Context: an optimization exercise on an open-source flow, tuned for small area and a short achievable clock period. The choices shown serve that exercise and are no tape-out recipe. In this exercise RTL edits were held to simulation tests only and were not proved equivalent to the original. Power and IR drop assume default switching activity.

// adder
module adder(clk, rst, in_valid, operand_1, operand_2, out_valid, Sum);
Size: roughly 920 cells after synthesis, about 94 flip-flops, roughly 100 I/O pins, roughly 0.0057 mm² of cells after synthesis.
export LEC_CHECK = 0
export ABC_AREA = 1
export CAP_MARGIN = 20
export CORE_MARGIN = 2
export CORE_UTILIZATION = 40
export CTS_BUF_LIST = sky130_fd_sc_hd__clkbuf_4 sky130_fd_sc_hd__clkbuf_8
export SETUP_SLACK_MARGIN = 1.45
export SLEW_MARGIN = 20
create_clock -name core_clock -period 4.0 [get_ports {clk}]
standard.sh (not shown) runs the stock make flow with config.mk's settings and CLKGATE_MAP_FILE= SYNTH_SCRIPT=/design/flow/synth_recipe.tcl, a recipe that flattens the netlist after the stock synthesis.
==> flow/flow/run.sh <==
#!/bin/bash
# Standard layout with two changes:
#  - synthesis leaves the adder logic to ABC instead of first mapping it to
#    the library's full- and half-adder cells (ADDER_MAP_FILE empty); the
#    registers are not affected;
#  - plain buf_1 cells as the port buffers.
export BUFFER_PORTS_ARGS="-buffer_cell sky130_fd_sc_hd__buf_1"
bash standard.sh ADDER_MAP_FILE= finish > standard.log 2>&1
Rerun with:
SETUP_SLACK_MARGIN = 1.55   (was 1.45)
Setup slack is worse by 0.015 ns.
Synthesized cell count does not change.
Global-route usage increases by 0.78 points.
Synthesized area stays the same.
Final cell count increases slightly.

Starting RTL as in the previous note.
==> flow/design.v (excerpt) <==
module adder(clk, rst, in_valid, operand_1, operand_2, out_valid, Sum);
clock: 4.0 ns
lec_check: 0
abc_area: 0
cap_margin: 20
core_margin: 2
core_utilization: 40
cts_buf_list: sky130_fd_sc_hd__clkbuf_4 sky130_fd_sc_hd__clkbuf_8
setup_slack_margin: 1.5
slew_margin: 20
Scripts as last shown in full above: flow/flow/run.sh
The baseline produced a clean layout.
Next try:
==> flow/flow/run.sh (replaced) <==
#!/bin/bash
# Standard layout with three changes:
#  - the ABC script that maps the logic (ABC_AREA=1) is flow/abc_area.script;
#  - synthesis leaves the adder logic to ABC (ADDER_MAP_FILE empty);
#  - plain buf_1 cells as the port buffers.
# None of them touches the registers.
set -e
rm -rf scripts
cp -r "$FLOW_HOME/scripts" scripts
cp flow/abc_area.script scripts/abc_area.script
export BUFFER_PORTS_ARGS="-buffer_cell sky130_fd_sc_hd__buf_1"
bash standard.sh SCRIPTS_DIR="$PWD/scripts" ADDER_MAP_FILE= finish > standard.log 2>&1
==> flow/flow/abc_area.script (new file) <==
strash
dch
amap
topo
stime -c
buffer -c
upsize -c
dnsize -c
- ABC_AREA: 0 -> 1
Result: The changed run went through all stages and came out clean. Utilization rises by 7.8 points. Sequential share of layout area is higher by 2.4 points. Synthesized area went down by about 20%. Count of clock-buffer cells in the layout decreases by 1. Cell count barely changes. Cell area is lower by 9.5%.
Next try:
==> flow/flow/abc_area.script (replaced) <==
strash
dch
map -a
topo
stime -c
buffer -c
upsize -c
dnsize -c
Effect: The new run completed without violations. Cell area climbs by 8.9%. Register-to-register slack got worse by 0.27 ns. Setup slack improved by 0.079 ns. Area after synthesis climbs by 10%. Non-clock buffer count drops by 13. Maximum frequency climbs by 2.6%. Global-route usage drops by 3.3 points.
Next try:
==> flow/flow/run.sh (replaced) <==
#!/bin/bash
# Standard layout with two changes:
#  - synthesis leaves the adder logic to ABC instead of first mapping it to
#    the library's full- and half-adder cells (ADDER_MAP_FILE empty); the
#    registers are not affected;
#  - plain buf_1 cells as the port buffers.
export BUFFER_PORTS_ARGS="-buffer_cell sky130_fd_sc_hd__buf_1"
bash standard.sh ADDER_MAP_FILE= finish > standard.log 2>&1
removed: flow/flow/abc_area.script
After rerunning: The new run completed without violations; cell area falls by 20%; die area rose by 5.1%; wire length falls by 23%; total power goes down by 20%; worst setup slack gets better by 0.66 ns; cell count came out higher by about 2.5%; count of clock-buffer cells in the layout rose by 2; global-route usage drops by 3.5 points; worst hold slack stays flat; via count came out lower by 6.3%; maximum frequency rises by about 28%.

== wip/yarrow ==
Another version of the RTL of adder (not shown whole).
For scale: roughly 940 cells after synthesis, ~100 I/O pins, ~5900 um2 of cells after synthesis.
clock: 4.0 ns
lec_check: 0
abc_area: 1
cap_margin: 20
core_margin: 2
core_utilization: 40
cts_buf_list: sky130_fd_sc_hd__clkbuf_4 sky130_fd_sc_hd__clkbuf_8
setup_slack_margin: 1.6
slew_margin: 20
==> flow/flow/run.sh <==
#!/bin/bash
# Standard layout with two changes:
#  - synthesis leaves the adder logic to ABC instead of first mapping it to
#    the library's full- and half-adder cells (ADDER_MAP_FILE empty); the
#    registers are not affected;
#  - plain buf_1 cells as the port buffers.
export BUFFER_PORTS_ARGS="-buffer_cell sky130_fd_sc_hd__buf_1"
bash standard.sh ADDER_MAP_FILE= finish > standard.log 2>&1
wip/yarrow: all stages complete, timing, DRC and antenna checks passed
[inputs] wip/sierra vs wip/yarrow
# wip/yarrow
export LEC_CHECK = 0
export ABC_AREA = 1
export CAP_MARGIN = 20
export CORE_MARGIN = 2
export CORE_UTILIZATION = 40
export CTS_BUF_LIST = sky130_fd_sc_hd__clkbuf_4 sky130_fd_sc_hd__clkbuf_8
export SETUP_SLACK_MARGIN = 1.6
export SLEW_MARGIN = 20
create_clock -name core_clock -period 4.0 [get_ports {clk}]
# wip/sierra
export LEC_CHECK = 0
export ABC_AREA = 1
export CAP_MARGIN = 20
export CORE_MARGIN = 2
export CORE_UTILIZATION = 40
export CTS_BUF_LIST = sky130_fd_sc_hd__clkbuf_4 sky130_fd_sc_hd__clkbuf_8
export SETUP_SLACK_MARGIN = 1.5
export SLEW_MARGIN = 20
create_clock -name core_clock -period 4.0 [get_ports {clk}]
### Flow results
Each of the runs, namely wip/yarrow and wip/sierra, reached the end of the flow and came out clean.
Diff wip/yarrow -> wip/sierra | maximum operating frequency | decrease of about 0.9%
For wip/yarrow, the capturing instance or port of the critical path was xs_s3[9]$_DFF_P_, unlike wip/sierra, where it was Sum[30].
In the tables for wip/yarrow and wip/sierra, routability congestion estimate from global placement reads lower with wip/sierra.
wip/sierra ended up with a lower peak fanout along the critical path than wip/yarrow did.
Of the two candidates, wip/yarrow has the worse hold slack and wip/sierra the better one.
Comparing areal power density over the cells for wip/yarrow and wip/sierra, the bigger number came from wip/yarrow.
Input changes introduced in wip/amber (baseline for comparison: wip/sierra):
# wip/sierra
export LEC_CHECK = 0
export ABC_AREA = 1
export CAP_MARGIN = 20
export CORE_MARGIN = 2
export CORE_UTILIZATION = 40
export CTS_BUF_LIST = sky130_fd_sc_hd__clkbuf_4 sky130_fd_sc_hd__clkbuf_8
export SETUP_SLACK_MARGIN = 1.5
export SLEW_MARGIN = 20
create_clock -name core_clock -period 4.0 [get_ports {clk}]
# wip/amber
export LEC_CHECK = 0
export ABC_AREA = 1
export CAP_MARGIN = 20
export CORE_MARGIN = 2
export CORE_UTILIZATION = 40
export CTS_BUF_LIST = sky130_fd_sc_hd__clkbuf_4 sky130_fd_sc_hd__clkbuf_8
export SETUP_SLACK_MARGIN = 1.3
export SLEW_MARGIN = 20
create_clock -name core_clock -period 4.0 [get_ports {clk}]
==> flow/flow/run.sh <==
#!/bin/bash
# Standard layout, with plain buf_1 cells as the port buffers.
export BUFFER_PORTS_ARGS="-buffer_cell sky130_fd_sc_hd__buf_1"
bash standard.sh > standard.log 2>&1
- wip/amber: flow completed, timing, DRC and antenna clean
- Worst setup path endpoint: ms_c[20]$_DFF_P_ -> wip/amber, Sum[30] -> wip/sierra
- Compared with wip/sierra, in wip/amber starting density of the core increased 0.20 points, synthesized net count shrank by 3.8%.
- Looking at design area, wip/amber sits 4.3% above wip/sierra.

adder, a different RTL version from the one above (not shown whole).
For scale: ~890 cells after synthesis, roughly 94 flip-flops, roughly 100 I/O pins, about 0.0060 mm^2 of cells after synthesis.
Design adder, start of the top module:
module adder(clk, rst, in_valid, operand_1, operand_2, out_valid, Sum);
==> flow/config.mk <==
export PLATFORM = sky130hd
export DESIGN_NAME = adder
export DESIGN_NICKNAME = adder
export VERILOG_FILES = /design/flow/design.v
export SDC_FILE = /design/flow/constraint.sdc
export NUM_CORES = 4
export LEC_CHECK = 0
export ABC_AREA = 1
export CAP_MARGIN = 20
export CORE_MARGIN = 2
export CORE_UTILIZATION = 40
export CTS_BUF_LIST = sky130_fd_sc_hd__clkbuf_4 sky130_fd_sc_hd__clkbuf_8
export SETUP_SLACK_MARGIN = 1.4
export SLEW_MARGIN = 20
==> flow/constraint.sdc <==
create_clock -name core_clock -period 4.0 [get_ports {clk}]
set_input_delay 0.8000 -clock core_clock [delete_from_list [all_inputs] [get_ports {clk}]]
set_output_delay 0.8000 -clock core_clock [all_outputs]
set_load 0.01 [all_outputs]
==> flow/flow/run.sh <==
#!/bin/bash
# Standard layout, with plain buf_1 cells as the port buffers.
export BUFFER_PORTS_ARGS="-buffer_cell sky130_fd_sc_hd__buf_1"
bash standard.sh > standard.log 2>&1
The starting point produced a clean layout.
Rerun with:
==> flow/flow/run.sh (replaced) <==
#!/bin/bash
# Standard layout with two changes:
#  - synthesis leaves the adder logic to ABC instead of first mapping it to
#    the library's full- and half-adder cells (ADDER_MAP_FILE empty); the
#    registers are not affected;
#  - plain buf_1 cells as the port buffers.
export BUFFER_PORTS_ARGS="-buffer_cell sky130_fd_sc_hd__buf_1"
bash standard.sh ADDER_MAP_FILE= finish > standard.log 2>&1
- SETUP_SLACK_MARGIN: 1.4 -> 1.5
Outcome: Critical path depth shrinks by 2. Power shrinks by 4.5%. Clock skew is lower by 3.1 ps. Clock-buffer cell count grows by 2. Design area drops by 2.0%. Sequential share of layout area rose by 0.52 points. Core utilization decreases by 2.6 points.
Rerun with:
==> flow/flow/run.sh (replaced) <==
#!/bin/bash
# Standard layout, with plain buf_1 cells as the port buffers.
export BUFFER_PORTS_ARGS="-buffer_cell sky130_fd_sc_hd__buf_1"
bash standard.sh > standard.log 2>&1
- CAP_MARGIN: 20 -> 0
- SETUP_SLACK_MARGIN: 1.5 -> 1.3
- SLEW_MARGIN: 20 -> 0
=> Register-to-register slack degrades by 380 ps; critical path depth grows by 3; sequential share of layout area goes up by 0.31 points; hold slack gains 5.1 ps; synthesized area is lower by 2.1%; non-clock buffer count shrinks by 4; routed wire length came out lower by 4.5%; sequential cell count does not change; total power climbs by 0.37%; clock power goes up by about 3%.
Rerun with:
- CAP_MARGIN: 0 -> 20
- CORE_UTILIZATION: 40 -> 30
- SLEW_MARGIN: 0 -> 20
Effect: Non-clock buffer count came out higher by 2. Cell area is higher by 2.8%. Sequential power hardly moves. Worst setup slack is worse by 32 ps. Combinational power is about the same.

re-timing with driven ports:
How much do the figures lean on ideal ports? The routed layouts below were timed once more, with nothing changed but the port constraints. Step 1 assumes that a clkbuf_16 drives the clock port and a buf_2 every other input. Step 2 adds t to the input delays and takes it off the output delays; t is the mean of the earliest and latest rising clock arrival at the registers after step 1. Input paths then give back, and output paths get back, about the clock's delay inside the block. Slacks: ideal ports / drivers / drivers and shift; pairs: ideal ports / drivers.
run | shift t [ns] | slack for setup (ns) | worst setup path after step 2 | clock arrival spread, ns | cell pins on the clock port's net
the first run of note 1 | 0.399 | 1.587 / 1.556 / 1.203 | input to register | 0.010 / 0.011 | 1
the second run of note 1 | 0.399 | 1.572 / 1.542 / 1.203 | input to register | 0.012 / 0.012 | 1
the first run of note 2 | 0.405 | 0.937 / 0.934 / 0.529 | input to register | 0.014 / 0.014 | 1
the second run of note 2 | 0.414 | 0.882 / 0.856 / 0.442 | input to register | 0.013 / 0.014 | 1
the third run of note 2 | 0.399 | 0.960 / 0.926 / 0.526 | input to register | 0.021 / 0.021 | 1
the fourth run of note 2 | 0.401 | 1.621 / 1.590 / 1.236 | input to register | 0.012 / 0.012 | 1
wip/yarrow | 0.393 | 1.612 / 1.623 / 1.231 | input to register | 0.011 / 0.011 | 1
wip/sierra | 0.408 | 1.591 / 1.560 / 1.213 | input to register | 0.011 / 0.012 | 1
wip/amber | 0.383 | 1.249 / 1.249 / 1.041 | input to register | 0.008 / 0.008 | 1
the first run of note 4 | 0.407 | 1.484 / 1.484 / 1.130 | input to register | 0.010 / 0.010 | 1
the second run of note 4 | 0.401 | 1.604 / 1.568 / 1.226 | input to register | 0.008 / 0.008 | 1
the third run of note 4 | 0.398 | 1.426 / 1.426 / 1.077 | input to register | 0.010 / 0.011 | 1
the fourth run of note 4 | 0.392 | 1.394 / 1.359 / 1.081 | input to register | 0.015 / 0.014 | 1
After both steps setup and hold are still met in every run listed. The setup slack of the second run of note 2, which loses most, moves by -0.026 ns with the drivers and by -0.440 ns with both steps.
